Source: an optimization exercise on an open RTL-to-GDS flow (aim: small area and a short achievable clock period). Production flows keep margins and buffers that such runs may drop. At most, simulation tests tie the RTL to the original design; equivalence was not proved. The RTL of run 1 was laid out without a check of its function.

## flow/design.v (module list and top-level ports; edited modules follow where they fit)
// module clk_ctrl: 1637 lines
// module cc_ha: 4 lines
// module cc_fa: 4 lines
module clk_ctrl
(
	input  wire        clk_i,
	input  wire        rstn_i,
	input  wire [15:0] freq,
	output wire        dds1_o,
	output wire        dds_o
);
  // ...
==> flow/flow/run.sh <==
#!/bin/bash
# The standard layout (standard.sh, all ORFS steps unchanged), except:
#  - the port buffers that buffer_ports inserts are plain sky130_fd_sc_hd__buf_1 cells
#    instead of the delay buffers it picks by default (every port is still buffered);
#  - clock tree synthesis with clkbuf_8 buffers and without dummy loads.
set -euo pipefail
export BUFFER_PORTS_ARGS="-buffer_cell sky130_fd_sc_hd__buf_1"
export CTS_ARGS="-sink_clustering_enable -repair_clock_nets -buf_list sky130_fd_sc_hd__clkbuf_8 -dont_use_dummy_load"
bash standard.sh finish > standard_make.log 2>&1
==> flow/standard.sh <==
#!/bin/bash
# synth_recipe.tcl (not shown) runs the flow's synth.tcl, then flattens the netlist and writes it again
# the make line also repeats each setting of config.mk as NAME=value (left out here)
make -C /OpenROAD-flow-scripts/flow DESIGN_CONFIG=/design/flow/config.mk WORK_HOME=/design/flow/orfs CLKGATE_MAP_FILE= SYNTH_SCRIPT=/design/flow/synth_recipe.tcl "${@:-finish}"
==> flow/config.mk <==
export PLATFORM = sky130hd
export DESIGN_NAME = clk_ctrl
export DESIGN_NICKNAME = clk_ctrl
export VERILOG_FILES = /design/flow/design.v
export SDC_FILE = /design/flow/constraint.sdc
export NUM_CORES = 4
export LEC_CHECK = 0
export CAP_MARGIN = 20
export CORE_MARGIN = 2
export CORE_UTILIZATION = 40
export CTS_BUF_LIST = sky130_fd_sc_hd__clkbuf_8
export SLEW_MARGIN = 20
export SYNTH_HIERARCHICAL = 1
==> flow/constraint.sdc <==
create_clock -name core_clock -period 70.0 [get_ports {clk_i}]
set_input_delay 14.0000 -clock core_clock [delete_from_list [all_inputs] [get_ports {clk_i}]]
set_output_delay 14.0000 -clock core_clock [all_outputs]
set_load 0.01 [all_outputs]
==> impl_metrics.toml, run 1 <==
[outcome]
status = "complete, no violations"

[worst_setup_path]
arrival_ns = 0.90
crit_slowest_cell = "dfrtp_1"
critPathBufInv = 1
critPathMaxFanout = 1

[cells_and_area]
drive_gt1_frac = 0.0270
layout_commonest_cell = "fa_1"

[synthesis]
syn_area_per_cell_um2 = 17.9
synth_commonest_cells = "349 x fa_1, 88 x dfrtp_1, 45 x inv_1"
synth_compound_area_frac = 0.0133
yosys_warnings = 7
synthMuxAreaShare = 0
synthSimpleGateAreaFrac = 0.0152
synth-edff-count = 0
synth_xor_area_frac = 0.00174
synth_top_family_by_area = "adder cells"

[sta]
finClkSkew_ns = 0.0394
finalHoldViolations = 0

[clock_network]
cts_setup_buffers = 0
ctsHoldBuffers = 0
numCtsBuffers = 9

[global_routing]
busiest_layer = "met2"
grt_use_met3 = 0.0514
grt_pass1_vias = 6447

[route]
topRoutingLayerUsed = "met4"
first_pass_iters = 4
via_per_inst = 5.18
wl_met2_mm = 11.3

[floorplanning]
die_h_um = 163
initial_core_util = 0.403
==> run 2, diff against run 1 <==
--- a/flow/design.v
+++ b/flow/design.v
@@ -821,48 +821,48 @@
 wire bs_777;
 wire bc_778;
 wire bs_779;
 wire bc_780;
 wire bs_781;
 wire bc_782;
 wire bs_783;
 wire bc_784;
-wire bfg_785;
-wire bfp_786;
+wire bs_785;
+wire bc_786;
 wire bfg_787;
 wire bfp_788;
 wire bfg_789;
 wire bfp_790;
 wire bfg_791;
 wire bfp_792;
 wire bfg_793;
 wire bfp_794;
 wire bfg_795;
 wire bfp_796;
-wire bfG_797;
-wire bfP_798;
+wire bfg_797;
+wire bfp_798;
 wire bfG_799;
 wire bfP_800;
 wire bfG_801;
 wire bfP_802;
 wire bfG_803;
 wire bfP_804;
 wire bfG_805;
 wire bfP_806;
 wire bfG_807;
 wire bfP_808;
 wire bfG_809;
 wire bfP_810;
 wire bfG_811;
 wire bfP_812;
 wire bfG_813;
 wire bfP_814;
-wire brs_815;
-wire brc_816;
+wire bfG_815;
+wire bfP_816;
 wire brs_817;
 wire brc_818;
 wire brs_819;
 wire brc_820;
 wire brs_821;
 wire brc_822;
 wire brs_823;
 wire brc_824;
@@ -1325,178 +1325,178 @@
 cc_fa ubs_565 (.a(gq[2]), .b(n_543), .c(n_544), .s(bs_565), .co(bc_566));
 cc_fa ubs_567 (.a(bc_562), .b(gq[9]), .c(bs_565), .s(bs_567), .co(bc_568));
 cc_fa ubs_569 (.a(gq[3]), .b(n_544), .c(bc_566), .s(bs_569), .co(bc_570));
 cc_fa ubs_571 (.a(n_545), .b(gq[10]), .c(bc_568), .s(bs_571), .co(bc_572));
 cc_fa ubs_573 (.a(n_536), .b(gq[4]), .c(gq[9]), .s(bs_573), .co(bc_574));
 cc_fa ubs_575 (.a(bc_570), .b(n_546), .c(bs_573), .s(bs_575), .co(bc_576));
 cc_fa ubs_577 (.a(n_537), .b(gq[5]), .c(n_545), .s(bs_577), .co(bc_578));
 cc_fa ubs_579 (.a(bc_574), .b(gq[10]), .c(bs_577), .s(bs_579), .co(bc_580));
-cc_fa ubs_581 (.a(cnt1[0]), .b(n_538), .c(gq[6]), .s(bs_581), .co(bc_582));
-cc_fa ubs_583 (.a(bs_581), .b(bc_578), .c(n_546), .s(bs_583), .co(bc_584));
-cc_fa ubs_585 (.a(cnt1[1]), .b(n_539), .c(bc_582), .s(bs_585), .co(bc_586));
-cc_fa ubs_587 (.a(n_543), .b(bs_585), .c(bc_584), .s(bs_587), .co(bc_588));
-cc_fa ubs_589 (.a(cnt1[2]), .b(n_540), .c(gq[7]), .s(bs_589), .co(bc_590));
-cc_fa ubs_591 (.a(n_544), .b(bc_586), .c(bs_589), .s(bs_591), .co(bc_592));
-cc_fa ubs_593 (.a(cnt1[3]), .b(gq[0]), .c(n_541), .s(bs_593), .co(bc_594));
-cc_fa ubs_595 (.a(bs_593), .b(gq[8]), .c(bc_590), .s(bs_595), .co(bc_596));
-cc_fa ubs_597 (.a(n_545), .b(bc_592), .c(bs_595), .s(bs_597), .co(bc_598));
-cc_fa ubs_599 (.a(cnt1[4]), .b(gq[1]), .c(bc_594), .s(bs_599), .co(bc_600));
-cc_fa ubs_601 (.a(n_542), .b(bs_599), .c(gq[9]), .s(bs_601), .co(bc_602));
-cc_fa ubs_603 (.a(bc_596), .b(n_546), .c(bs_601), .s(bs_603), .co(bc_604));
-cc_fa ubs_605 (.a(cnt1[5]), .b(n_536), .c(gq[2]), .s(bs_605), .co(bc_606));
-cc_fa ubs_607 (.a(bs_605), .b(bc_600), .c(n_543), .s(bs_607), .co(bc_608));
-cc_fa ubs_609 (.a(bs_607), .b(bc_602), .c(gq[10]), .s(bs_609), .co(bc_610));
-cc_fa ubs_611 (.a(cnt1[6]), .b(n_537), .c(bc_606), .s(bs_611), .co(bc_612));
-cc_fa ubs_613 (.a(gq[3]), .b(bs_611), .c(n_544), .s(bs_613), .co(bc_614));
-cc_fa ubs_615 (.a(bc_608), .b(bs_613), .c(bc_610), .s(bs_615), .co(bc_616));
-cc_fa ubs_617 (.a(cnt1[7]), .b(gq[0]), .c(n_538), .s(bs_617), .co(bc_618));
-cc_fa ubs_619 (.a(bs_617), .b(gq[4]), .c(bc_612), .s(bs_619), .co(bc_620));
-cc_fa ubs_621 (.a(bs_619), .b(bc_614), .c(n_545), .s(bs_621), .co(bc_622));
-cc_fa ubs_623 (.a(cnt1[8]), .b(pb[1]), .c(gq[1]), .s(bs_623), .co(bc_624));
-cc_fa ubs_625 (.a(bs_623), .b(bc_618), .c(n_539), .s(bs_625), .co(bc_626));
-cc_fa ubs_627 (.a(bs_625), .b(bc_620), .c(gq[5]), .s(bs_627), .co(bc_628));
-cc_fa ubs_629 (.a(bs_627), .b(bc_622), .c(n_546), .s(bs_629), .co(bc_630));
-cc_fa ubs_631 (.a(cnt1[9]), .b(gq[2]), .c(bc_624), .s(bs_631), .co(bc_632));
-cc_fa ubs_633 (.a(bs_631), .b(n_540), .c(bc_626), .s(bs_633), .co(bc_634));
-cc_fa ubs_635 (.a(bs_633), .b(bc_628), .c(n_542), .s(bs_635), .co(bc_636));
-cc_fa ubs_637 (.a(cnt1[10]), .b(gq[3]), .c(bc_632), .s(bs_637), .co(bc_638));
-cc_fa ubs_639 (.a(bs_637), .b(bc_634), .c(n_541), .s(bs_639), .co(bc_640));
-cc_fa ubs_641 (.a(gq[6]), .b(bs_639), .c(bc_636), .s(bs_641), .co(bc_642));
-cc_fa ubs_643 (.a(cnt1[11]), .b(n_536), .c(gq[4]), .s(bs_643), .co(bc_644));
-cc_fa ubs_645 (.a(bc_638), .b(bs_643), .c(bc_640), .s(bs_645), .co(bc_646));
-cc_fa ubs_647 (.a(n_542), .b(gq[7]), .c(bs_645), .s(bs_647), .co(bc_648));
-cc_fa ubs_649 (.a(gq[8]), .b(bc_642), .c(bs_647), .s(bs_649), .co(bc_650));
-cc_fa ubs_651 (.a(cnt1[12]), .b(n_537), .c(bc_644), .s(bs_651), .co(bc_652));
-cc_fa ubs_653 (.a(gq[5]), .b(bs_651), .c(bc_646), .s(bs_653), .co(bc_654));
-cc_fa ubs_655 (.a(n_543), .b(bc_648), .c(bs_653), .s(bs_655), .co(bc_656));
-cc_fa ubs_657 (.a(gq[9]), .b(bc_650), .c(bs_655), .s(bs_657), .co(bc_658));
-cc_fa ubs_659 (.a(cnt1[13]), .b(n_536), .c(n_538), .s(bs_659), .co(bc_660));
-cc_fa ubs_661 (.a(bs_659), .b(bc_652), .c(gq[6]), .s(bs_661), .co(bc_662));
-cc_fa ubs_663 (.a(bs_661), .b(n_544), .c(bc_654), .s(bs_663), .co(bc_664));
-cc_fa ubs_665 (.a(bc_656), .b(bs_663), .c(n_546), .s(bs_665), .co(bc_666));
-cc_fa ubs_667 (.a(cnt1[14]), .b(n_537), .c(bc_660), .s(bs_667), .co(bc_668));
-cc_fa ubs_669 (.a(n_539), .b(bs_667), .c(bc_662), .s(bs_669), .co(bc_670));
-cc_fa ubs_671 (.a(gq[7]), .b(bs_669), .c(n_545), .s(bs_671), .co(bc_672));
-cc_fa ubs_673 (.a(bc_664), .b(gq[10]), .c(bs_671), .s(bs_673), .co(bc_674));
-cc_fa ubs_675 (.a(cnt1[15]), .b(n_538), .c(n_540), .s(bs_675), .co(bc_676));
-cc_fa ubs_677 (.a(bc_668), .b(bs_675), .c(gq[8]), .s(bs_677), .co(bc_678));
-cc_fa ubs_679 (.a(bc_670), .b(bs_677), .c(bc_672), .s(bs_679), .co(bc_680));
-cc_fa ubs_681 (.a(n_546), .b(bc_674), .c(bs_679), .s(bs_681), .co(bc_682));
-cc_fa ubs_683 (.a(cnt1[16]), .b(pb[2]), .c(n_539), .s(bs_683), .co(bc_684));
-cc_fa ubs_685 (.a(bs_683), .b(bc_676), .c(n_541), .s(bs_685), .co(bc_686));
-cc_fa ubs_687 (.a(bs_685), .b(bc_678), .c(n_545), .s(bs_687), .co(bc_688));
-cc_fa ubs_689 (.a(bs_687), .b(bc_680), .c(bc_682), .s(bs_689), .co(bc_690));
-cc_fa ubs_691 (.a(cnt1[17]), .b(n_536), .c(n_540), .s(bs_691), .co(bc_692));
-cc_fa ubs_693 (.a(bc_684), .b(bs_691), .c(bc_686), .s(bs_693), .co(bc_694));
-cc_fa ubs_695 (.a(n_542), .b(bs_693), .c(gq[9]), .s(bs_695), .co(bc_696));
-cc_fa ubs_697 (.a(bc_688), .b(gq[10]), .c(bs_695), .s(bs_697), .co(bc_698));
-cc_fa ubs_699 (.a(cnt1[18]), .b(n_537), .c(bc_692), .s(bs_699), .co(bc_700));
-cc_fa ubs_701 (.a(n_541), .b(bs_699), .c(bc_694), .s(bs_701), .co(bc_702));
-cc_fa ubs_703 (.a(n_543), .b(bs_701), .c(bc_696), .s(bs_703), .co(bc_704));
-cc_fa ubs_705 (.a(cnt1[19]), .b(n_536), .c(n_538), .s(bs_705), .co(bc_706));
-cc_fa ubs_707 (.a(bs_705), .b(bc_700), .c(n_542), .s(bs_707), .co(bc_708));
-cc_fa ubs_709 (.a(bs_707), .b(gq[8]), .c(bc_702), .s(bs_709), .co(bc_710));
-cc_fa ubs_711 (.a(cnt1[20]), .b(n_537), .c(bc_706), .s(bs_711), .co(bc_712));
-cc_fa ubs_713 (.a(n_539), .b(bs_711), .c(bc_708), .s(bs_713), .co(bc_714));
-cc_fa ubs_715 (.a(n_543), .b(n_544), .c(bs_713), .s(bs_715), .co(bc_716));
-cc_fa ubs_717 (.a(n_545), .b(bc_710), .c(bs_715), .s(bs_717), .co(bc_718));
-cc_fa ubs_719 (.a(cnt1[21]), .b(gq[0]), .c(n_538), .s(bs_719), .co(bc_720));
-cc_fa ubs_721 (.a(bs_719), .b(n_540), .c(bc_712), .s(bs_721), .co(bc_722));
-cc_fa ubs_723 (.a(bs_721), .b(n_544), .c(bc_714), .s(bs_723), .co(bc_724));
-cc_fa ubs_725 (.a(bc_716), .b(bs_723), .c(n_546), .s(bs_725), .co(bc_726));
-cc_fa ubs_727 (.a(cnt1[22]), .b(gq[1]), .c(bc_720), .s(bs_727), .co(bc_728));
-cc_fa ubs_729 (.a(n_539), .b(bs_727), .c(bc_722), .s(bs_729), .co(bc_730));
-cc_fa ubs_731 (.a(n_541), .b(bs_729), .c(gq[9]), .s(bs_731), .co(bc_732));
-cc_fa ubs_733 (.a(bc_724), .b(bs_731), .c(bc_726), .s(bs_733), .co(bc_734));
-cc_fa ubs_735 (.a(cnt1[23]), .b(gq[2]), .c(n_540), .s(bs_735), .co(bc_736));
-cc_fa ubs_737 (.a(bc_728), .b(bs_735), .c(bc_730), .s(bs_737), .co(bc_738));
-cc_fa ubs_739 (.a(n_542), .b(bs_737), .c(n_545), .s(bs_739), .co(bc_740));
-cc_fa ubs_741 (.a(bc_732), .b(gq[10]), .c(bs_739), .s(bs_741), .co(bc_742));
-cc_fa ubs_743 (.a(cnt1[24]), .b(pb[3]), .c(gq[3]), .s(bs_743), .co(bc_744));
-cc_fa ubs_745 (.a(bs_743), .b(bc_736), .c(n_541), .s(bs_745), .co(bc_746));
-cc_fa ubs_747 (.a(bs_745), .b(bc_738), .c(n_543), .s(bs_747), .co(bc_748));
-cc_fa ubs_749 (.a(bs_747), .b(bc_740), .c(n_546), .s(bs_749), .co(bc_750));
-cc_fa ubs_751 (.a(cnt1[25]), .b(gq[4]), .c(bc_744), .s(bs_751), .co(bc_752));
-cc_fa ubs_753 (.a(bs_751), .b(bc_746), .c(n_542), .s(bs_753), .co(bc_754));
-cc_fa ubs_755 (.a(bs_753), .b(gq[8]), .c(bc_748), .s(bs_755), .co(bc_756));
-cc_fa ubs_757 (.a(cnt1[26]), .b(bc_752), .c(gq[5]), .s(bs_757), .co(bc_758));
-cc_fa ubs_759 (.a(bs_757), .b(bc_754), .c(n_543), .s(bs_759), .co(bc_760));
-cc_fa ubs_761 (.a(n_544), .b(bs_759), .c(gq[9]), .s(bs_761), .co(bc_762));
-cc_fa ubs_763 (.a(cnt1[27]), .b(bc_758), .c(gq[6]), .s(bs_763), .co(bc_764));
-cc_fa ubs_765 (.a(bs_763), .b(n_544), .c(bc_760), .s(bs_765), .co(bc_766));
-cc_fa ubs_767 (.a(n_545), .b(bs_765), .c(bc_762), .s(bs_767), .co(bc_768));
-cc_fa ubs_769 (.a(cnt1[28]), .b(bc_764), .c(gq[7]), .s(bs_769), .co(bc_770));
-cc_fa ubs_771 (.a(bs_769), .b(n_545), .c(bc_766), .s(bs_771), .co(bc_772));
-cc_fa ubs_773 (.a(n_546), .b(bs_771), .c(bc_768), .s(bs_773), .co(bc_774));
-cc_fa ubs_775 (.a(cnt1[29]), .b(gq[8]), .c(bc_770), .s(bs_775), .co(bc_776));
-cc_fa ubs_777 (.a(bs_775), .b(gq[10]), .c(bc_772), .s(bs_777), .co(bc_778));
-cc_fa ubs_779 (.a(cnt1[30]), .b(gq[9]), .c(bc_776), .s(bs_779), .co(bc_780));
-cc_fa ubs_781 (.a(n_546), .b(bs_779), .c(bc_778), .s(bs_781), .co(bc_782));
-cc_fa ubs_783 (.a(cnt1[31]), .b(n_546), .c(bc_780), .s(bs_783), .co(bc_784));
-assign bfg_785 = n_545 & bs_555;
-assign bfp_786 = n_545 | bs_555;
-assign bfg_787 = n_546 & bs_559;
-assign bfp_788 = n_546 | bs_559;
-assign bfg_789 = bs_567 & bc_564;
-assign bfp_790 = bs_567 | bc_564;
-assign bfg_791 = bs_569 & bs_571;
-assign bfp_792 = bs_569 | bs_571;
-assign bfg_793 = bc_572 & bs_575;
-assign bfp_794 = bc_572 | bs_575;
-assign bfg_795 = bc_576 & bs_579;
-assign bfp_796 = bc_576 | bs_579;
-assign bfG_797 = 1'b0 | (bs_547 & 1'b0);
-assign bfP_798 = bs_547 & gq[1];
-assign bfG_799 = bfg_785 | (bfp_786 & 1'b0);
-assign bfP_800 = bfp_786 & bs_551;
-assign bfG_801 = 1'b0 | (bs_563 & bfg_787);
-assign bfP_802 = bs_563 & bfp_788;
-assign bfG_803 = bfg_791 | (bfp_792 & bfg_789);
-assign bfP_804 = bfp_792 & bfp_790;
-assign bfG_805 = bfg_795 | (bfp_796 & bfg_793);
-assign bfP_806 = bfp_796 & bfp_794;
-assign bfG_807 = bfG_799 | (bfP_800 & bfG_797);
-assign bfP_808 = bfP_800 & bfP_798;
-assign bfG_809 = bfG_803 | (bfP_804 & bfG_801);
-assign bfP_810 = bfP_804 & bfP_802;
-assign bfG_811 = bfG_809 | (bfP_810 & bfG_807);
-assign bfP_812 = bfP_810 & bfP_808;
-assign bfG_813 = bfG_805 | (bfP_806 & bfG_811);
-assign bfP_814 = bfP_806 & bfP_812;
-cc_fa ubrs_815 (.a(bc_580), .b(bs_583), .c(bfG_813), .s(brs_815), .co(brc_816));
-cc_ha ubrs_817 (.a(bs_587), .b(brc_816), .s(brs_817), .co(brc_818));
-cc_fa ubrs_819 (.a(bs_591), .b(bc_588), .c(brc_818), .s(brs_819), .co(brc_820));
-cc_ha ubrs_821 (.a(bs_597), .b(brc_820), .s(brs_821), .co(brc_822));
-cc_fa ubrs_823 (.a(bc_598), .b(bs_603), .c(brc_822), .s(brs_823), .co(brc_824));
-cc_fa ubrs_825 (.a(bc_604), .b(bs_609), .c(brc_824), .s(brs_825), .co(brc_826));
-cc_ha ubrs_827 (.a(bs_615), .b(brc_826), .s(brs_827), .co(brc_828));
-cc_fa ubrs_829 (.a(bs_621), .b(bc_616), .c(brc_828), .s(brs_829), .co(brc_830));
-cc_ha ubrs_831 (.a(bs_635), .b(bc_630), .s(brs_831), .co(brc_832));
-cc_fa ubrs_833 (.a(n_543), .b(bs_641), .c(brc_832), .s(brs_833), .co(brc_834));
-cc_ha ubrs_835 (.a(bs_649), .b(brc_834), .s(brs_835), .co(brc_836));
-cc_ha ubrs_837 (.a(bs_657), .b(brc_836), .s(brs_837), .co(brc_838));
-cc_fa ubrs_839 (.a(bc_658), .b(bs_665), .c(brc_838), .s(brs_839), .co(brc_840));
-cc_fa ubrs_841 (.a(bc_666), .b(bs_673), .c(brc_840), .s(brs_841), .co(brc_842));
-cc_ha ubrs_843 (.a(bs_681), .b(brc_842), .s(brs_843), .co(brc_844));
-cc_ha ubrs_845 (.a(bs_697), .b(bc_690), .s(brs_845), .co(brc_846));
-cc_fa ubrs_847 (.a(bc_698), .b(bs_703), .c(brc_846), .s(brs_847), .co(brc_848));
-cc_fa ubrs_849 (.a(bs_709), .b(bc_704), .c(brc_848), .s(brs_849), .co(brc_850));
-cc_ha ubrs_851 (.a(bs_717), .b(brc_850), .s(brs_851), .co(brc_852));
-cc_fa ubrs_853 (.a(bc_718), .b(bs_725), .c(brc_852), .s(brs_853), .co(brc_854));
-cc_ha ubrs_855 (.a(bs_733), .b(brc_854), .s(brs_855), .co(brc_856));
-cc_fa ubrs_857 (.a(bs_741), .b(bc_734), .c(brc_856), .s(brs_857), .co(brc_858));
-cc_ha ubrs_859 (.a(bc_742), .b(bs_749), .s(brs_859), .co(brc_860));
-cc_fa ubrs_861 (.a(bs_755), .b(bc_750), .c(brc_860), .s(brs_861), .co(brc_862));
-cc_fa ubrs_863 (.a(bc_756), .b(bs_761), .c(brc_862), .s(brs_863), .co(brc_864));
-cc_fa ubrs_865 (.a(gq[10]), .b(bs_767), .c(brc_864), .s(brs_865), .co(brc_866));
-cc_ha ubrs_867 (.a(bs_773), .b(brc_866), .s(brs_867), .co(brc_868));
-cc_fa ubrs_869 (.a(bs_777), .b(bc_774), .c(brc_868), .s(brs_869), .co(brc_870));
-cc_ha ubrs_871 (.a(bs_781), .b(brc_870), .s(brs_871), .co(brc_872));
-cc_fa ubrs_873 (.a(bs_783), .b(bc_782), .c(brc_872), .s(brs_873), .co(brc_874));
+cc_fa ubs_581 (.a(cnt1[0]), .b(pb[0]), .c(n_538), .s(bs_581), .co(bc_582));
+cc_fa ubs_583 (.a(bs_581), .b(gq[6]), .c(bc_578), .s(bs_583), .co(bc_584));
+cc_fa ubs_585 (.a(n_546), .b(bc_580), .c(bs_583), .s(bs_585), .co(bc_586));
+cc_fa ubs_587 (.a(cnt1[1]), .b(bc_582), .c(n_539), .s(bs_587), .co(bc_588));
+cc_fa ubs_589 (.a(bs_587), .b(n_543), .c(bc_584), .s(bs_589), .co(bc_590));
+cc_fa ubs_591 (.a(cnt1[2]), .b(n_540), .c(bc_588), .s(bs_591), .co(bc_592));
+cc_fa ubs_593 (.a(bs_591), .b(gq[7]), .c(n_544), .s(bs_593), .co(bc_594));
+cc_fa ubs_595 (.a(cnt1[3]), .b(gq[0]), .c(bc_592), .s(bs_595), .co(bc_596));
+cc_fa ubs_597 (.a(n_541), .b(bs_595), .c(gq[8]), .s(bs_597), .co(bc_598));
+cc_fa ubs_599 (.a(bc_594), .b(n_545), .c(bs_597), .s(bs_599), .co(bc_600));
+cc_fa ubs_601 (.a(cnt1[4]), .b(gq[1]), .c(bc_596), .s(bs_601), .co(bc_602));
+cc_fa ubs_603 (.a(n_542), .b(bs_601), .c(bc_598), .s(bs_603), .co(bc_604));
+cc_fa ubs_605 (.a(gq[9]), .b(n_546), .c(bc_600), .s(bs_605), .co(bc_606));
+cc_fa ubs_607 (.a(cnt1[5]), .b(n_536), .c(gq[2]), .s(bs_607), .co(bc_608));
+cc_fa ubs_609 (.a(bs_607), .b(bc_602), .c(n_543), .s(bs_609), .co(bc_610));
+cc_fa ubs_611 (.a(bs_609), .b(bc_604), .c(gq[10]), .s(bs_611), .co(bc_612));
+cc_fa ubs_613 (.a(cnt1[6]), .b(n_537), .c(bc_608), .s(bs_613), .co(bc_614));
+cc_fa ubs_615 (.a(gq[3]), .b(bs_613), .c(n_544), .s(bs_615), .co(bc_616));
+cc_fa ubs_617 (.a(bc_610), .b(bs_615), .c(bc_612), .s(bs_617), .co(bc_618));
+cc_fa ubs_619 (.a(cnt1[7]), .b(gq[0]), .c(n_538), .s(bs_619), .co(bc_620));
+cc_fa ubs_621 (.a(bs_619), .b(gq[4]), .c(bc_614), .s(bs_621), .co(bc_622));
+cc_fa ubs_623 (.a(bs_621), .b(bc_616), .c(n_545), .s(bs_623), .co(bc_624));
+cc_fa ubs_625 (.a(cnt1[8]), .b(pb[1]), .c(gq[1]), .s(bs_625), .co(bc_626));
+cc_fa ubs_627 (.a(bs_625), .b(bc_620), .c(n_539), .s(bs_627), .co(bc_628));
+cc_fa ubs_629 (.a(bs_627), .b(bc_622), .c(gq[5]), .s(bs_629), .co(bc_630));
+cc_fa ubs_631 (.a(bs_629), .b(bc_624), .c(n_546), .s(bs_631), .co(bc_632));
+cc_fa ubs_633 (.a(cnt1[9]), .b(gq[2]), .c(bc_626), .s(bs_633), .co(bc_634));
+cc_fa ubs_635 (.a(bs_633), .b(n_540), .c(bc_628), .s(bs_635), .co(bc_636));
+cc_fa ubs_637 (.a(bs_635), .b(bc_630), .c(n_542), .s(bs_637), .co(bc_638));
+cc_fa ubs_639 (.a(cnt1[10]), .b(gq[3]), .c(bc_634), .s(bs_639), .co(bc_640));
+cc_fa ubs_641 (.a(bs_639), .b(bc_636), .c(n_541), .s(bs_641), .co(bc_642));
+cc_fa ubs_643 (.a(gq[6]), .b(bs_641), .c(bc_638), .s(bs_643), .co(bc_644));
+cc_fa ubs_645 (.a(cnt1[11]), .b(n_536), .c(gq[4]), .s(bs_645), .co(bc_646));
+cc_fa ubs_647 (.a(bc_640), .b(bs_645), .c(bc_642), .s(bs_647), .co(bc_648));
+cc_fa ubs_649 (.a(n_542), .b(gq[7]), .c(bs_647), .s(bs_649), .co(bc_650));
+cc_fa ubs_651 (.a(gq[8]), .b(bc_644), .c(bs_649), .s(bs_651), .co(bc_652));
+cc_fa ubs_653 (.a(cnt1[12]), .b(n_537), .c(bc_646), .s(bs_653), .co(bc_654));
+cc_fa ubs_655 (.a(gq[5]), .b(bs_653), .c(bc_648), .s(bs_655), .co(bc_656));
+cc_fa ubs_657 (.a(n_543), .b(bc_650), .c(bs_655), .s(bs_657), .co(bc_658));
+cc_fa ubs_659 (.a(gq[9]), .b(bc_652), .c(bs_657), .s(bs_659), .co(bc_660));
+cc_fa ubs_661 (.a(cnt1[13]), .b(n_536), .c(n_538), .s(bs_661), .co(bc_662));
+cc_fa ubs_663 (.a(bs_661), .b(bc_654), .c(gq[6]), .s(bs_663), .co(bc_664));
+cc_fa ubs_665 (.a(bs_663), .b(n_544), .c(bc_656), .s(bs_665), .co(bc_666));
+cc_fa ubs_667 (.a(bc_658), .b(bs_665), .c(n_546), .s(bs_667), .co(bc_668));
+cc_fa ubs_669 (.a(cnt1[14]), .b(n_537), .c(bc_662), .s(bs_669), .co(bc_670));
+cc_fa ubs_671 (.a(n_539), .b(bs_669), .c(bc_664), .s(bs_671), .co(bc_672));
+cc_fa ubs_673 (.a(gq[7]), .b(bs_671), .c(n_545), .s(bs_673), .co(bc_674));
+cc_fa ubs_675 (.a(bc_666), .b(gq[10]), .c(bs_673), .s(bs_675), .co(bc_676));
+cc_fa ubs_677 (.a(cnt1[15]), .b(n_538), .c(n_540), .s(bs_677), .co(bc_678));
+cc_fa ubs_679 (.a(bc_670), .b(bs_677), .c(gq[8]), .s(bs_679), .co(bc_680));
+cc_fa ubs_681 (.a(bc_672), .b(bs_679), .c(bc_674), .s(bs_681), .co(bc_682));
+cc_fa ubs_683 (.a(n_546), .b(bc_676), .c(bs_681), .s(bs_683), .co(bc_684));
+cc_fa ubs_685 (.a(cnt1[16]), .b(pb[2]), .c(n_539), .s(bs_685), .co(bc_686));
+cc_fa ubs_687 (.a(bs_685), .b(bc_678), .c(n_541), .s(bs_687), .co(bc_688));
+cc_fa ubs_689 (.a(bs_687), .b(bc_680), .c(n_545), .s(bs_689), .co(bc_690));
+cc_fa ubs_691 (.a(bs_689), .b(bc_682), .c(bc_684), .s(bs_691), .co(bc_692));
+cc_fa ubs_693 (.a(cnt1[17]), .b(n_536), .c(n_540), .s(bs_693), .co(bc_694));
+cc_fa ubs_695 (.a(bc_686), .b(bs_693), .c(bc_688), .s(bs_695), .co(bc_696));
+cc_fa ubs_697 (.a(n_542), .b(bs_695), .c(gq[9]), .s(bs_697), .co(bc_698));
+cc_fa ubs_699 (.a(bc_690), .b(gq[10]), .c(bs_697), .s(bs_699), .co(bc_700));
+cc_fa ubs_701 (.a(cnt1[18]), .b(n_537), .c(bc_694), .s(bs_701), .co(bc_702));
+cc_fa ubs_703 (.a(n_541), .b(bs_701), .c(bc_696), .s(bs_703), .co(bc_704));
+cc_fa ubs_705 (.a(n_543), .b(bs_703), .c(bc_698), .s(bs_705), .co(bc_706));
+cc_fa ubs_707 (.a(cnt1[19]), .b(n_536), .c(n_538), .s(bs_707), .co(bc_708));
+cc_fa ubs_709 (.a(bs_707), .b(bc_702), .c(n_542), .s(bs_709), .co(bc_710));
+cc_fa ubs_711 (.a(bs_709), .b(gq[8]), .c(bc_704), .s(bs_711), .co(bc_712));
+cc_fa ubs_713 (.a(cnt1[20]), .b(n_537), .c(bc_708), .s(bs_713), .co(bc_714));
+cc_fa ubs_715 (.a(n_539), .b(bs_713), .c(bc_710), .s(bs_715), .co(bc_716));
+cc_fa ubs_717 (.a(n_543), .b(n_544), .c(bs_715), .s(bs_717), .co(bc_718));
+cc_fa ubs_719 (.a(n_545), .b(bc_712), .c(bs_717), .s(bs_719), .co(bc_720));
+cc_fa ubs_721 (.a(cnt1[21]), .b(gq[0]), .c(n_538), .s(bs_721), .co(bc_722));
+cc_fa ubs_723 (.a(bs_721), .b(n_540), .c(bc_714), .s(bs_723), .co(bc_724));
+cc_fa ubs_725 (.a(bs_723), .b(n_544), .c(bc_716), .s(bs_725), .co(bc_726));
+cc_fa ubs_727 (.a(bc_718), .b(bs_725), .c(n_546), .s(bs_727), .co(bc_728));
+cc_fa ubs_729 (.a(cnt1[22]), .b(gq[1]), .c(bc_722), .s(bs_729), .co(bc_730));
+cc_fa ubs_731 (.a(n_539), .b(bs_729), .c(bc_724), .s(bs_731), .co(bc_732));
+cc_fa ubs_733 (.a(n_541), .b(bs_731), .c(gq[9]), .s(bs_733), .co(bc_734));
+cc_fa ubs_735 (.a(bc_726), .b(bs_733), .c(bc_728), .s(bs_735), .co(bc_736));
+cc_fa ubs_737 (.a(cnt1[23]), .b(gq[2]), .c(n_540), .s(bs_737), .co(bc_738));
+cc_fa ubs_739 (.a(bc_730), .b(bs_737), .c(bc_732), .s(bs_739), .co(bc_740));
+cc_fa ubs_741 (.a(n_542), .b(bs_739), .c(n_545), .s(bs_741), .co(bc_742));
+cc_fa ubs_743 (.a(bc_734), .b(gq[10]), .c(bs_741), .s(bs_743), .co(bc_744));
+cc_fa ubs_745 (.a(cnt1[24]), .b(pb[3]), .c(gq[3]), .s(bs_745), .co(bc_746));
+cc_fa ubs_747 (.a(bs_745), .b(bc_738), .c(n_541), .s(bs_747), .co(bc_748));
+cc_fa ubs_749 (.a(bs_747), .b(bc_740), .c(n_543), .s(bs_749), .co(bc_750));
+cc_fa ubs_751 (.a(bs_749), .b(bc_742), .c(n_546), .s(bs_751), .co(bc_752));
+cc_fa ubs_753 (.a(cnt1[25]), .b(gq[4]), .c(bc_746), .s(bs_753), .co(bc_754));
+cc_fa ubs_755 (.a(bs_753), .b(bc_748), .c(n_542), .s(bs_755), .co(bc_756));
+cc_fa ubs_757 (.a(bs_755), .b(gq[8]), .c(bc_750), .s(bs_757), .co(bc_758));
+cc_fa ubs_759 (.a(cnt1[26]), .b(bc_754), .c(gq[5]), .s(bs_759), .co(bc_760));
+cc_fa ubs_761 (.a(bs_759), .b(bc_756), .c(n_543), .s(bs_761), .co(bc_762));
+cc_fa ubs_763 (.a(n_544), .b(bs_761), .c(gq[9]), .s(bs_763), .co(bc_764));
+cc_fa ubs_765 (.a(cnt1[27]), .b(bc_760), .c(gq[6]), .s(bs_765), .co(bc_766));
+cc_fa ubs_767 (.a(bs_765), .b(n_544), .c(bc_762), .s(bs_767), .co(bc_768));
+cc_fa ubs_769 (.a(n_545), .b(bs_767), .c(bc_764), .s(bs_769), .co(bc_770));
+cc_fa ubs_771 (.a(cnt1[28]), .b(bc_766), .c(gq[7]), .s(bs_771), .co(bc_772));
+cc_fa ubs_773 (.a(bs_771), .b(n_545), .c(bc_768), .s(bs_773), .co(bc_774));
+cc_fa ubs_775 (.a(n_546), .b(bs_773), .c(bc_770), .s(bs_775), .co(bc_776));
+cc_fa ubs_777 (.a(cnt1[29]), .b(gq[8]), .c(bc_772), .s(bs_777), .co(bc_778));
+cc_fa ubs_779 (.a(bs_777), .b(gq[10]), .c(bc_774), .s(bs_779), .co(bc_780));
+cc_fa ubs_781 (.a(cnt1[30]), .b(gq[9]), .c(bc_778), .s(bs_781), .co(bc_782));
+cc_fa ubs_783 (.a(n_546), .b(bs_781), .c(bc_780), .s(bs_783), .co(bc_784));
+cc_fa ubs_785 (.a(cnt1[31]), .b(n_546), .c(bc_782), .s(bs_785), .co(bc_786));
+assign bfg_787 = n_545 & bs_555;
+assign bfp_788 = n_545 | bs_555;
+assign bfg_789 = n_546 & bs_559;
+assign bfp_790 = n_546 | bs_559;
+assign bfg_791 = bs_567 & bc_564;
+assign bfp_792 = bs_567 | bc_564;
+assign bfg_793 = bs_569 & bs_571;
+assign bfp_794 = bs_569 | bs_571;
+assign bfg_795 = bc_572 & bs_575;
+assign bfp_796 = bc_572 | bs_575;
+assign bfg_797 = bc_576 & bs_579;
+assign bfp_798 = bc_576 | bs_579;
+assign bfG_799 = 1'b0 | (bs_547 & 1'b0);
+assign bfP_800 = bs_547 & gq[1];
+assign bfG_801 = bfg_787 | (bfp_788 & 1'b0);
+assign bfP_802 = bfp_788 & bs_551;
+assign bfG_803 = 1'b0 | (bs_563 & bfg_789);
+assign bfP_804 = bs_563 & bfp_790;
+assign bfG_805 = bfg_793 | (bfp_794 & bfg_791);
+assign bfP_806 = bfp_794 & bfp_792;
+assign bfG_807 = bfg_797 | (bfp_798 & bfg_795);
+assign bfP_808 = bfp_798 & bfp_796;
+assign bfG_809 = bfG_801 | (bfP_802 & bfG_799);
+assign bfP_810 = bfP_802 & bfP_800;
+assign bfG_811 = bfG_805 | (bfP_806 & bfG_803);
+assign bfP_812 = bfP_806 & bfP_804;
+assign bfG_813 = bfG_811 | (bfP_812 & bfG_809);
+assign bfP_814 = bfP_812 & bfP_810;
+assign bfG_815 = bfG_807 | (bfP_808 & bfG_813);
+assign bfP_816 = bfP_808 & bfP_814;
+cc_ha ubrs_817 (.a(bc_586), .b(bs_589), .s(brs_817), .co(brc_818));
+cc_fa ubrs_819 (.a(bs_593), .b(bc_590), .c(brc_818), .s(brs_819), .co(brc_820));
+cc_ha ubrs_821 (.a(bs_599), .b(brc_820), .s(brs_821), .co(brc_822));
+cc_fa ubrs_823 (.a(bs_603), .b(bs_605), .c(brc_822), .s(brs_823), .co(brc_824));
+cc_fa ubrs_825 (.a(bc_606), .b(bs_611), .c(brc_824), .s(brs_825), .co(brc_826));
+cc_ha ubrs_827 (.a(bs_617), .b(brc_826), .s(brs_827), .co(brc_828));
+cc_fa ubrs_829 (.a(bs_623), .b(bc_618), .c(brc_828), .s(brs_829), .co(brc_830));
+cc_ha ubrs_831 (.a(bs_637), .b(bc_632), .s(brs_831), .co(brc_832));
+cc_fa ubrs_833 (.a(n_543), .b(bs_643), .c(brc_832), .s(brs_833), .co(brc_834));
+cc_ha ubrs_835 (.a(bs_651), .b(brc_834), .s(brs_835), .co(brc_836));
+cc_ha ubrs_837 (.a(bs_659), .b(brc_836), .s(brs_837), .co(brc_838));
+cc_fa ubrs_839 (.a(bc_660), .b(bs_667), .c(brc_838), .s(brs_839), .co(brc_840));
+cc_fa ubrs_841 (.a(bc_668), .b(bs_675), .c(brc_840), .s(brs_841), .co(brc_842));
+cc_ha ubrs_843 (.a(bs_683), .b(brc_842), .s(brs_843), .co(brc_844));
+cc_ha ubrs_845 (.a(bs_699), .b(bc_692), .s(brs_845), .co(brc_846));
+cc_fa ubrs_847 (.a(bc_700), .b(bs_705), .c(brc_846), .s(brs_847), .co(brc_848));
+cc_fa ubrs_849 (.a(bs_711), .b(bc_706), .c(brc_848), .s(brs_849), .co(brc_850));
+cc_ha ubrs_851 (.a(bs_719), .b(brc_850), .s(brs_851), .co(brc_852));
+cc_fa ubrs_853 (.a(bc_720), .b(bs_727), .c(brc_852), .s(brs_853), .co(brc_854));
+cc_ha ubrs_855 (.a(bs_735), .b(brc_854), .s(brs_855), .co(brc_856));
+cc_fa ubrs_857 (.a(bs_743), .b(bc_736), .c(brc_856), .s(brs_857), .co(brc_858));
+cc_ha ubrs_859 (.a(bc_744), .b(bs_751), .s(brs_859), .co(brc_860));
+cc_fa ubrs_861 (.a(bs_757), .b(bc_752), .c(brc_860), .s(brs_861), .co(brc_862));
+cc_fa ubrs_863 (.a(bc_758), .b(bs_763), .c(brc_862), .s(brs_863), .co(brc_864));
+cc_fa ubrs_865 (.a(gq[10]), .b(bs_769), .c(brc_864), .s(brs_865), .co(brc_866));
+cc_ha ubrs_867 (.a(bs_775), .b(brc_866), .s(brs_867), .co(brc_868));
+cc_fa ubrs_869 (.a(bs_779), .b(bc_776), .c(brc_868), .s(brs_869), .co(brc_870));
+cc_ha ubrs_871 (.a(bs_783), .b(brc_870), .s(brs_871), .co(brc_872));
+cc_fa ubrs_873 (.a(bs_785), .b(bc_784), .c(brc_872), .s(brs_873), .co(brc_874));
 assign cnt_n[0] = as_134;
 assign cnt_n[1] = as_144;
 assign cnt_n[2] = ars_384;
 assign cnt_n[3] = ars_386;
 assign cnt_n[4] = ars_388;
 assign cnt_n[5] = ars_390;
 assign cnt_n[6] = ars_392;
 assign cnt_n[7] = ars_394;
@@ -1519,33 +1519,33 @@
 assign cnt_n[24] = ars_420;
 assign cnt_n[25] = ars_422;
 assign cnt_n[26] = ars_424;
 assign cnt_n[27] = ars_426;
 assign cnt_n[28] = ars_428;
 assign cnt_n[29] = ars_430;
 assign cnt_n[30] = ars_432;
 assign cnt_n[31] = ars_434;
-assign cnt1_n[0] = brs_815;
+assign cnt1_n[0] = bs_585;
 assign cnt1_n[1] = brs_817;
 assign cnt1_n[2] = brs_819;
 assign cnt1_n[3] = brs_821;
 assign cnt1_n[4] = brs_823;
 assign cnt1_n[5] = brs_825;
 assign cnt1_n[6] = brs_827;
 assign cnt1_n[7] = brs_829;
-assign cnt1_n[8] = bs_629;
+assign cnt1_n[8] = bs_631;
 assign cnt1_n[9] = brs_831;
 assign cnt1_n[10] = brs_833;
 assign cnt1_n[11] = brs_835;
 assign cnt1_n[12] = brs_837;
 assign cnt1_n[13] = brs_839;
 assign cnt1_n[14] = brs_841;
 assign cnt1_n[15] = brs_843;
-assign cnt1_n[16] = bs_689;
+assign cnt1_n[16] = bs_691;
 assign cnt1_n[17] = brs_845;
 assign cnt1_n[18] = brs_847;
 assign cnt1_n[19] = brs_849;
 assign cnt1_n[20] = brs_851;
 assign cnt1_n[21] = brs_853;
 assign cnt1_n[22] = brs_855;
 assign cnt1_n[23] = brs_857;
 assign cnt1_n[24] = brs_859;
@@ -1554,17 +1554,17 @@
 assign cnt1_n[27] = brs_865;
 assign cnt1_n[28] = brs_867;
 assign cnt1_n[29] = brs_869;
 assign cnt1_n[30] = brs_871;
 assign cnt1_n[31] = brs_873;
 assign pa_n[0] = afG_382;
 assign pa_n[1] = arc_401;
 assign pa_n[2] = arc_419;
-assign pb_n[0] = 1'b0;
+assign pb_n[0] = bfG_815;
 assign pb_n[1] = brc_830;
 assign pb_n[2] = brc_844;
 assign pb_n[3] = brc_858;
 assign tA_0 = cnt_n[0];
 assign tB_0 = cnt1_n[0];
 assign tA_1 = cnt_n[1];
 assign tB_1 = cnt1_n[1];
 assign tA_2 = cnt_n[2];
@@ -1625,17 +1625,17 @@
 assign tB_29 = cnt1_n[29];
 assign tA_30 = cnt_n[30];
 assign tB_30 = cnt1_n[30];
 assign tA_31 = cnt_n[31];
 assign tB_31 = cnt1_n[31];
 assign dc_875 = (pa_n[0] & 1'b0 & (&{tA_1,tA_2,tA_3,tA_4,tA_5,tA_6,tA_7,tA_8,tA_9,tA_10})) | ((pa_n[0] | 1'b0) & (&{tA_0,tA_1,tA_2,tA_3,tA_4,tA_5,tA_6,tA_7,tA_8,tA_9,tA_10}));
 assign dc_876 = (pa_n[1] & dc_875 & (&{tA_12,tA_13,tA_14,tA_15,tA_16,tA_17,tA_18,tA_19,tA_20,tA_21})) | ((pa_n[1] | dc_875) & (&{tA_11,tA_12,tA_13,tA_14,tA_15,tA_16,tA_17,tA_18,tA_19,tA_20,tA_21}));
 assign dds_n = tA_31 ^ (((pa_n[2] ^ dc_876) & (&{tA_22,tA_23,tA_24,tA_25,tA_26,tA_27,tA_28,tA_29,tA_30})) | (pa_n[2] & dc_876 & (&{tA_23,tA_24,tA_25,tA_26,tA_27,tA_28,tA_29,tA_30})));
-assign dc_877 = (1'b0 & 1'b0 & (&{tB_1,tB_2,tB_3,tB_4,tB_5,tB_6,tB_7})) | ((1'b0 | 1'b0) & (&{tB_0,tB_1,tB_2,tB_3,tB_4,tB_5,tB_6,tB_7}));
+assign dc_877 = (pb_n[0] & 1'b0 & (&{tB_1,tB_2,tB_3,tB_4,tB_5,tB_6,tB_7})) | ((pb_n[0] | 1'b0) & (&{tB_0,tB_1,tB_2,tB_3,tB_4,tB_5,tB_6,tB_7}));
 assign dc_878 = (pb_n[1] & dc_877 & (&{tB_9,tB_10,tB_11,tB_12,tB_13,tB_14,tB_15})) | ((pb_n[1] | dc_877) & (&{tB_8,tB_9,tB_10,tB_11,tB_12,tB_13,tB_14,tB_15}));
 assign dc_879 = (pb_n[2] & dc_878 & (&{tB_17,tB_18,tB_19,tB_20,tB_21,tB_22,tB_23})) | ((pb_n[2] | dc_878) & (&{tB_16,tB_17,tB_18,tB_19,tB_20,tB_21,tB_22,tB_23}));
 assign dds1_n = tB_31 ^ (((pb_n[3] ^ dc_879) & (&{tB_24,tB_25,tB_26,tB_27,tB_28,tB_29,tB_30})) | (pb_n[3] & dc_879 & (&{tB_25,tB_26,tB_27,tB_28,tB_29,tB_30})));
 endmodule
 module cc_ha (input wire a, input wire b, output wire s, output wire co);
 assign s  = a ^ b;
 assign co = a & b;
 endmodule
==> run 2 against run 1 <==
Net effect:
- first-iteration DRC count rose by 1.0%
- flip-flop and latch count rose by 1
- hold slack better by 0.058 ns
- critical path type unchanged
==> impl_metrics.toml, run 2 <==
[worst_setup_path]
critPathBufInv = 1
path_delay_family = "flip-flops"
arrival_ns = 0.88
crit_slowest_cell = "dfrtp_1"
cp-end-kind = "primary output"
crit_type = "reg2out"
critPathRequiredTime_ns = 56.00
cp-start-kind = "register"
cp_cell_sequence = "buf_1"
critPathMaxFanout = 1
cpPeakStageDelay_ns = 0.37

[route]
vias = 4933
drtIter0Drc = 291
via_per_inst = 5.25
wl_per_cell_um = 25.2
postRouteAntennaNets = 0
drcViolationCount = 0
first_pass_iters = 4
totalWireLength_mm = 23.7

[cells_and_area]
layout_commonest_cell = "fa_1"
register_area_um2 = 2230
top_regs = "cnt1: 32 flops, cnt: 32 flops, fr: 16 flops"
multi_input_area_um2 = 7760
nFillCells = 2222
nets = 1010
drive_gt1_frac = 0.0344
insertedDiodeCount = 0
utilization = 0.432
final_cell_mix = "349 x fa_1, 89 x dfrtp_1, 47 x inv_1, 31 x ha_1, 18 x buf_1"
syn2layout_area_growth_pct = 6.39

[floorplanning]
initial_core_util = 0.406
row_count = 58
fp.dieW_um = 163
ios = 20
core_um2 = 25000
die_h_um = 163
die_area_um2 = 26700

[clock_network]
clock_latency_ns = 0.39
numCtsBuffers = 9
cts.repair.resized = 0
cts_tree = "built"
cts_buffer_depth = 2
cts_setup_buffers = 0
root_buffer = "clkbuf_8"
cts.sinks = 89
clk_pin_slew_ns = 0.10
htree_levels = 3
ctsHoldBuffers = 0

[sta]
fin_crit_sh = 0.213
worst_pin_slew_ns = 0.777
finClkSkew_ns = 0.0402
maxSlewViolCount = 0
finalHoldViolations = 0
setup_viol = 0
min_period_ns = 14.88
max_slew_margin = 0.482
max_freq_mhz = 67.2
rsz0062_at_grt = "false"
setup_tns_ns = 0

[global_routing]
grt_start_max_net_pins = 58
grt_antenna_before_repair = 0
globalRouteOverflowTotal = 0
track_usage = 0.208
grt_pass1_wl_mm = 39.6
grt_pass1_vias = 6583

[synthesis]
synthTopCellsByArea = "fa_1 69%, dfrtp_1 22%, ha_1 3.8%, inv_1 1.7%, nand4_1 0.80%"
synth-seq-cells = 89
synth_cell_types = 30
syn_area_per_cell_um2 = 17.6
synth-edff-count = 0
synth_commonest_cells = "349 x fa_1, 89 x dfrtp_1, 47 x inv_1"
synth-main-ff-cell = "dfrtp_1"
syn_area_um2 = 10200
yosys_warnings = 7
synth_top_area_frac = 0.688
syn_nets = 975
synth.largest_area_cell = "fa_1"
yosysSeqAreaShare = 0.219
synthArstFlopShare = 1.00
yosysMostFrequentCell = "fa_1"
syn_inst = 577

[placement]
dpl.hpwl_mm = 19.4
numPortBuffers = 19
place_congestion = 0.936

[outcome]
status = "complete, no violations"

[run]
drv_cap = 0

[min_path]
hold_class = "reg2reg"
==> run 2: cell types whose count changed in the layout (fill, tap and decap cells not counted), sizes merged, moves of 2 or more <==
cell,previous run,this run
buf,20,23
inv,45,47
nand2,3,7
nand3,4,2
nand4,11,13
nor2,2,6
nor3,4,7
nor4,2,0
o21ai,2,4
o22ai,3,1
==> run 2: cell type report <==
cell class / count / share of cell area
Inverter: 47 / 0.0163
Clock buffer: 9 / 0.0115
Sequential cell: 89 / 0.206
Multi-Input combinational cell: 441 / 0.718
Tap cell: 330 / 0.0382
Timing Repair Buffer: 24 / 0.0104
==> run 2: Yosys stat by module (local to each module, per instance) <==
module,times used,cells inside
cc_fa,349,1
cc_ha,29,1
clk_ctrl,1,199
==> run 2: metal layers <==
| layer | share of wire | wire (um) | track usage |
|---|---|---|---|
| met1 | 0.41 | 9700 | 0.292 |
| met2 | 0.50 | 11900 | 0.331 |
| met3 | 0.068 | 1620 | 0.0505 |
| met4 | 0.017 | 392 | 0.0507 |
| met5 | 0 | 0 | 0 |
==> run 2: stage by stage <==
stage | hold WS, ns | instances | cell area [um2] | setup slack, ns
final | 0.877 | 940 | 10800 | 55.12
after global routing | 0.934 | 940 | 10800 | 54.99
after CTS | 0.892 | 940 | 10800 | 55.10
after detailed placement | 0.852 | 931 | 10700 | 54.75
after global placement | 0.845 | 931 | 10700 | 54.81
after floorplan | 0.764 | 577 | 10200 | 55.62
==> run 2: cells by family (layout without fill, tap and decap cells) <==
family                   Yosys count  count (layout)  share of synthesized area
AND/OR/NAND/NOR                   38              38                     0.0198
AO/OA/AOI/OAI                     18              18                     0.0129
buffers and inverters             47              80                     0.0174
XOR/XNOR                           2               2                    0.00172
adder cells (fa/ha/maj)          383             383                      0.729
flip-flops                        89              89                      0.219
==> run 2: worst paths after layout <==
check / startpoint / end / slack (ns) / cells past startpoint
max: dds$_DFF_PN0_ / dds_o / 55.12 / 1
min: cnt1[31]$_DFF_PN0_ / cnt1[31]$_DFF_PN0_ / 0.88 / 2
max reg2reg: fr[0]$_DFF_PN0_ / dds$_DFF_PN0_ / 55.97 / 39
min reg2reg: cnt1[31]$_DFF_PN0_ / cnt1[31]$_DFF_PN0_ / 0.88 / 2
max in group asynchronous: rstn_i / pa[1]$_DFF_PN0_ / 55.20 / 2
min in group asynchronous: rstn_i / cnt1[18]$_DFF_PN0_ / 13.59 / 1

separate check: timing with driven ports:
In the flow no input, the clock included, has a driving cell. The finished layouts below were timed again as built, in two steps.
Step 1, drivers: a clkbuf_16 drives clk_i and a buf_2 each remaining input, both assumed.
Step 2 times the ports against the registers' clock, not the clock port: input delays grow and output delays shrink by t, the midpoint of the rising clock arrivals with the driver on.
a / b / c = no drivers / after step 1 / after step 2; a / b = the first two.
run	t, ns	setup WS [ns]	cell pins on the clock port's net
run 1	0.409	55.102 / 55.066 / 55.141	1
run 2	0.416	55.118 / 55.075 / 54.797	1
After both steps setup and hold are still met in every run listed. The setup slack of run 2, which loses most, moves by -0.043 ns with the drivers and by -0.321 ns with both steps. Setup slack includes reset recovery checks.
